From an optimization exercise on the open Yosys and OpenROAD flow, aimed at small area and a short achievable clock period; shortcuts taken in it are not production practice.
The RTL was checked by simulation tests, not by an equivalence proof against the original design.
Power figures rest on the tool's default switching activity, not on a simulated workload.

==> flow/design.v (outline; a module is shown in full before it is edited, if it fits) <==
// module sg_nand2: 1 lines
// module sg_nand3: 1 lines
// module sg_nor2: 1 lines
// module sg_nor2b: 1 lines
// module sg_inv: 1 lines
// module sg_xor2: 1 lines
// module sg_xnor2: 1 lines
// module sg_aoi21: 1 lines
// module sg_oai21: 1 lines
// module add_out: 976 lines
// module add_q: 836 lines
// module Scrambler: 72 lines
module Scrambler(
  input         clock,
  input         reset,
  input  [63:0] io_in,
  output [63:0] io_out
);
  // ...
==> flow/flow/run.sh <==
#!/bin/bash
# Layout flow: the standard flow (standard.sh, the ORFS make targets), run
# in two steps.  The layout differs from the standard flow in these settings
# only:
#  - synthesis is the standard one with ABC told that each gate drives a
#    1 fF load (ABC_LOAD_IN_FF=1; sky130hd's default is 5).  The adders are
#    written as one-gate modules that synthesis maps one at a time, and with
#    the default load ABC maps each to a larger drive strength than most
#    need (a21oi_2, nor2b_4); the resizer later upsizes the gates that timing
#    needs.  The registers are those of the standard synthesis;
#  - the pins are placed by flow/io.tcl (ORFS IO_CONSTRAINTS): io_in[i] and
#    io_out[i] side by side along the bottom edge in bit order, so that the
#    adder between them can be placed compactly;
#  - the port buffers that buffer_ports inserts are plain buffers (buf_2)
#    rather than the delay cell it would pick on its own;
#  - the resizer may swap a cell for one of another footprint
#    (MATCH_CELL_FOOTPRINT=0; sky130hd's platform config sets it to 1).
# Each step's full output goes to its own log file in the work folder.
set -euo pipefail
here=$(pwd)
bash standard.sh ABC_LOAD_IN_FF=1 synth > run_synth.log 2>&1
bash standard.sh "IO_CONSTRAINTS=$here/flow/io.tcl" IO_PIN_STEP=2 \
  "BUFFER_PORTS_ARGS=-buffer_cell sky130_fd_sc_hd__buf_2" \
  MATCH_CELL_FOOTPRINT=0 finish > run_layout.log 2>&1
==> flow/flow/io.tcl <==
# Pin placement, sourced at the end of floorplanning (ORFS IO_CONSTRAINTS).
# io_in[i] and io_out[i] sit side by side along the bottom edge, in bit order
# (bit 0 at the left), so that the io_in -> io_out adder can be placed as a
# compact strip next to its pins.  clock and reset go on the left edge.
set die [ord::get_die_area]
set W [expr {[lindex $die 2] - [lindex $die 0]}]
set H [expr {[lindex $die 3] - [lindex $die 1]}]
set pitch 0.46
set offset 0.23
set step $::env(IO_PIN_STEP)
set n 128
set span [expr {($n - 1) * $step * $pitch}]
set k [expr {int((($W - $span) / 2.0 - $offset) / $pitch)}]
for {set i 0} {$i < 64} {incr i} {
  foreach p [list "io_in\[$i\]" "io_out\[$i\]"] {
    place_pin -pin_name $p -layer met2 \
      -location [list [expr {$offset + $k * $pitch}] 0.242] -force_to_die_boundary
    incr k $step
  }
}
# the left edge's horizontal pins use met3 on a 0.68 um pitch (offset 0.34)
set row [expr {int(($H / 2.0 - 0.34) / 0.68)}]
place_pin -pin_name clock -layer met3 \
  -location [list 0.4 [expr {0.34 + $row * 0.68}]] -force_to_die_boundary
place_pin -pin_name reset -layer met3 \
  -location [list 0.4 [expr {0.34 + ($row + 8) * 0.68}]] -force_to_die_boundary
==> flow/standard.sh <==
#!/bin/bash
# synth_recipe.tcl (not shown) runs the flow's synth.tcl, then flattens the netlist and writes it again
# the make line also repeats each setting of config.mk as NAME=value (left out here)
make -C /OpenROAD-flow-scripts/flow DESIGN_CONFIG=/design/flow/config.mk WORK_HOME=/design/flow/orfs CLKGATE_MAP_FILE= SYNTH_SCRIPT=/design/flow/synth_recipe.tcl "${@:-finish}"
==> flow/config.mk <==
export PLATFORM = sky130hd
export DESIGN_NAME = Scrambler
export DESIGN_NICKNAME = Scrambler
export VERILOG_FILES = /design/flow/design.v
export SDC_FILE = /design/flow/constraint.sdc
export NUM_CORES = 4
export LEC_CHECK = 0
export CAP_MARGIN = 20
export CORE_MARGIN = 2
export CORE_UTILIZATION = 65
export CTS_CLUSTER_DIAMETER = 80
export CTS_CLUSTER_SIZE = 32
export SETUP_SLACK_MARGIN = 2.5
export SLEW_MARGIN = 20
export SYNTH_HIERARCHICAL = 1
export SYNTH_MINIMUM_KEEP_SIZE = 0
export TNS_END_PERCENT = 5
==> flow/constraint.sdc <==
create_clock -name core_clock -period 6.0 [get_ports {clock}]
set_input_delay 1.2000 -clock core_clock [delete_from_list [all_inputs] [get_ports {clock}]]
set_output_delay 1.2000 -clock core_clock [all_outputs]
set_load 0.01 [all_outputs]
==> impl_results.md, run 1 <==
* Outcome: complete, no violations
* FFs & Latches at 1,479
* Non-clk buf share at 2.709%
* Worst path cell trace: buf_6 -> nor2_4 -> nor2_4 -> a21oi_2 -> o21ai_4 -> a21oi_4 -> o21ai_4 -> buf_6 -> buf_12 -> a21oi_4 -> o21ai_2 -> xor2_1 -> buf_2
* Area of the multi-input gates at 6143 um2
* Clk pwr share at 28.8%
* Post-synthesis compound-gate area fraction at 3.609%
* Non-clk invs at 61
* Multi-input gate count at 1,036
* Pint at 12.42 mW
* CTS max path bufs at 3
* Launch point of the worst reg-to-reg path: p1[0]
* TritonCTS Buffers at 54
* CP Capture Type: primary output
* Core area at 53,810 um2
* Multi-input combinational area share at 15.56%
* Routed wl met3 at 1593 um
* Mapped Avg Cell Area at 13.67 um2
* Post-layout util at 73.38%
* Max Used Layer: met4
* Commonest non-fill, non-tap cell in the layout: dfxtp_1
* Post-CTS sizing at 96
* Detail Route Antenna Nets at 0
* Layout cell share with drive strength beyond 1 at 13.79%
* Max-slew headroom at 41.88%
* Unrepaired setup endpoints after global routing: true
* R2R cell count at 13
* Largest family of logic cells by synthesized area: simple AND/OR/NAND/NOR gates
* GP Congestion at 0.8828
* LEAKAGE at 16.24 nW
* Primary FF master, synth: dfxtp_1
==> inputs of run 2 (changes only) <==
--- a/flow/config.mk
+++ b/flow/config.mk
@@ -10,6 +10,7 @@
 export CORE_UTILIZATION = 65
 export CTS_CLUSTER_DIAMETER = 80
 export CTS_CLUSTER_SIZE = 32
+export PLACE_DENSITY = 0.9
 export SETUP_SLACK_MARGIN = 2.5
 export SLEW_MARGIN = 20
 export SYNTH_HIERARCHICAL = 1
==> impl_results.md, run 2 <==
* I/O pins at 0 (unchanged)
* Primary FF master, synth: dfxtp_1 (unchanged)
* Final hold violations at 0 (unchanged)
* Area of the die at 56,340 um2 (unchanged)
* Layout area overhead at 11.07% (was 11.57%)
* Max cap viols at 0 (unchanged)
* Layout cell share with drive strength beyond 1 at 13.31% (was 13.79%)
* Critical Path AT at 3.45 ns (was 3.17 ns)
* Outcome: complete, no violations (unchanged)
* LEAKAGE at 16.17 nW (was 16.24 nW)
* Input/output buffers at 129 (unchanged)
* Number of synthesized flops with an enable pin at 0 (unchanged)
* Max-slew headroom at 40.39% (was 41.88%)
* Wire per inst at 22.11 um (was 17.63 um)
* Setup-failing EPs final at 0 (unchanged)
* Final Slew Violations at 0 (unchanged)
* Cell taking the most area after synthesis: dfxtp_1 (unchanged)
* R2R cell count at 13 (unchanged)
* Initial DRC count at 1,312 (was 741)
* Critical path class: primary input to primary output (unchanged)
* PwrDens at 397.2 nW/um2 (was 392.8 nW/um2)
* Register area share after synthesis at 83.65% (unchanged)
* CP startpoint kind: primary input (unchanged)
* Total routed wirelength at 77,530 um (was 61,920 um)
* Async set or reset register ratio after synthesis at 0% (unchanged)
* Synthesized area at 35,400 um2 (unchanged)
* Power Total at 15.61 mW (was 15.51 mW)
* Remaining DRCs at 0 (unchanged)
* Largest net degree at the start of global routing at 66 (unchanged)
* Core area at 53,810 um2 (unchanged)
* Post-synth top area share at 83.65% (unchanged)
* Most frequent cells in the layout: dfxtp_1 (1,479), nor2_1 (228), nand2_1 (160) (was dfxtp_1 (1,479), nor2_1 (228), nand2_1 (157))
* Mapped Avg Cell Area at 13.67 um2 (unchanged)
* NumNets Final at 2,870 (was 2,875)
* Unrepaired setup endpoints after global routing: true (unchanged)
* Achievable Freq at 0.2151 GHz (was 0.2287 GHz)
* Antenna violations before repair at 10 (was 8)
* Worst Hold Class: register to register (unchanged)
* Worst Clk Skew at 0.03406 ns (was 0.03334 ns)
* Hold Buf Count CTS at 0 (unchanged)
* YS warnings at 7 (unchanged)
* Count leader, synth: dfxtp_1 (unchanged)
* Vias per cell at 5.238 (was 4.793)
* Placed wire-length estimate at 47,090 um (was 42,040 um)
* Post-DP Area at 36,900 um2 (unchanged)
* Most frequent cells after synthesis: dfxtp_1 (1,479), nor2_1 (279), nand2_1 (174) (unchanged)
* Maximum vdd drop at 0.3806 mV (was 0.3716 mV)
* Critical Path Fanout Max at 5 (was 6)
* GP Congestion at 0.8998 (was 0.8828)
* CTS tree: yes (unchanged)
* H-tree levels at 2 (unchanged)
* Chip Width at 237.4 um (unchanged)
* Syn_nets at 2,658 (unchanged)
* Via count at 18,366 (was 16,838)
* Initial Util at 65.77% (unchanged)
* Clock root buffer: clkbuf_16 (unchanged)
* Final setup TNS at 0 ns (unchanged)
* Final worst-path cycle share at 77.48% (was 72.86%)
* CTS max path bufs at 3 (unchanged)
* TritonCTS Buffers at 53 (was 54)
* Final cell area excluding filler cells at 39,310 um2 (was 39,490 um2)
* First drt pass iteration count at 7 (unchanged)
* Die Height at 237.4 um (unchanged)
* Vias in the first global route at 19,050 (was 16,938)
* Worst-path clk slew at 0.11 ns (about the same)
* Hold path depth at 0 (unchanged)
* Yosys cell types at 23 (unchanged)
* Detail Route Antenna Nets at 0 (unchanged)
* First-pass GRT wire length at 110,000 um (was 93,010 um)
* Grt ovf at 0 (unchanged)
* CP Capture Type: primary output (unchanged)
* Clk latency of the worst-skew pair at 0.65 ns (was 0.64 ns)
* Final hold slack at 0.3205 ns (was 0.3123 ns)
* Final critical-path required period at 4.649 ns (was 4.372 ns)
* Mapped Cells at 2,590 (unchanged)
* Largest cells by area after synthesis: dfxtp_1 (84%), nor2_1 (3.0%), o21ai_1 (2.4%), nor2b_1 (2.3%), nand2_1 (1.8%) (unchanged)
* #FFs+latches synth at 1,479 (unchanged)
* Row cnt at 85 (unchanged)
* GRT Total Usage at 26.24% (was 21.98%)
* Commonest non-fill, non-tap cell in the layout: dfxtp_1 (unchanged)
* Tightest Pin Transition at 0.8942 ns (was 0.8719 ns)
* CTS Sinks at 1,479 (unchanged)
* Req. time, crit path at 4.80 ns (about the same)
[run 2: logic make-up (layout without fill, tap and decap cells)]
| kind of cell | count (synthesis) | count (layout) | share of synthesized area (%) |
|---|---|---|---|
| xor gates and xnor gates | 130 | 130 | 3.217 |
| other | 0 | 1 | 0 |
| AOI/OAI and AO/OA | 254 | 254 | 3.609 |
| adders and majority gates | 2 | 2 | 0.07069 |
| buffers and inverters | 75 | 294 | 1.117 |
| DFF | 1479 | 1479 | 83.65 |
| and+or+nand+nor | 650 | 650 | 8.335 |
[run 2: worst paths after layout]
path                  start          to  slack, ns
hold reg to reg      p4[60]      p5[60]       0.32
setup / recovery  io_in[10]  io_out[55]       1.35
setup reg to reg      p1[2]      q1[63]       1.77
hold / removal       p4[60]      p5[60]       0.32
[run 2: power by group]
part | internal, mW | total (mW) | switching, mW
Clock | 1.70 | 4.48 | 2.78
Combinational | 0.116 | 0.348 | 0.233
Sequential | 10.5 | 10.8 | 0.258
Total | 12.3 | 15.6 | 3.28
[run 2: per-layer routing]
metal  vias up  GRT usage (%)  share of wire (%)
met5         -              0              0.052
met4         6          21.31                9.4
met3       396          4.680                4.6
met2       727          47.57                 52
met1      8773          26.38                 34
li1       8464              -                  -
[run 2: through the flow]
step	setup WS (ns)	util [%]	instances
4_1_cts	1.592	72.09	3486
6_report	1.351	73.06	3506
2_1_floorplan	2.036	-	2590
5_1_grt	1.196	73.05	3505
3_3_place_gp	1.237	68.56	3402
3_5_place_dp	1.224	68.56	3402
[run 2: cell type report]
type / instances / area [um2]
sequential: 1479 / 29610
fill: 3016 / 14500
multi-input combinational: 1036 / 6090
clock buffer: 56 / 1390
timing repair buffer: 171 / 1040
tap: 696 / 870.8
inverter: 60 / 230.2
clock inverter: 6 / 76.32
timing repair inverter: 1 / 6.256
antenna: 1 / 2.502
[run 2: per-module statistics from Yosys, one instance, submodules excluded, a selection]
| module | flip-flops and latches | area, um2 |
|---|---|---|
| sg_inv | 0 | 3.754 |
| sg_xnor2 | 0 | 8.758 |
| sg_xor2 | 0 | 8.758 |
| sg_nor2 | 0 | 3.754 |
| sg_oai21 | 0 | 5.005 |
| sg_nor2b | 0 | 6.256 |
| sg_aoi21 | 0 | 5.005 |
[run 2: what timing repair did]
action | CTS | global route
setup buffers | 21 | 19
cloned | 1 | 0
pin swaps | 30 | 48
resized for setup | 71 | 89
endpoints found under the setup margin | 82 | 90
endpoints found under the hold margin | 0 | 0
[run 2: worst max-delay path, cell delays in order]
cell	delay [ns]
buf_2	0.11
nor2_2	0.17
nor2_2	0.10
a21oi_2	0.32
o21ai_2	0.14
a21oi_4	0.23
o21ai_4	0.13
buf_6	0.14
buf_12	0.13
a21oi_4	0.17
o21ai_1	0.12
xor2_2	0.29
buf_2	0.19

==> static timing again, ports no longer ideal <==
The results above use ideal ports. As a check the final layouts listed here were re-extracted and re-timed, cells and wires unchanged.
Step 1, drivers: a clkbuf_16 drives clock and a buf_2 each remaining input, both assumed.
Step 2 adds t to the input delays and takes it off the output delays; t is the mean of the earliest and latest rising clock arrival at the registers after step 1. Input paths then give back, and output paths get back, about the clock's delay inside the block.
Slacks: no drivers / after step 1 / after step 2; pairs: no drivers / after step 1.
run | t, ns | setup WS [ns] | worst register clock-pin slew, ns | worst slew at a driven data input, ns | cell pins on the clock port's net
run 1 | 0.669 | 1.628 / 1.595 / 1.595 | 0.11 / 0.11 | 0.08 | 1
run 2 | 0.686 | 1.351 / 1.306 / 1.306 | 0.12 / 0.12 | 0.07 | 1
After both steps setup and hold are still met in every run listed. For run 2, which loses most, drivers alone change the setup slack by -0.045 ns; drivers and shift together by -0.045 ns.
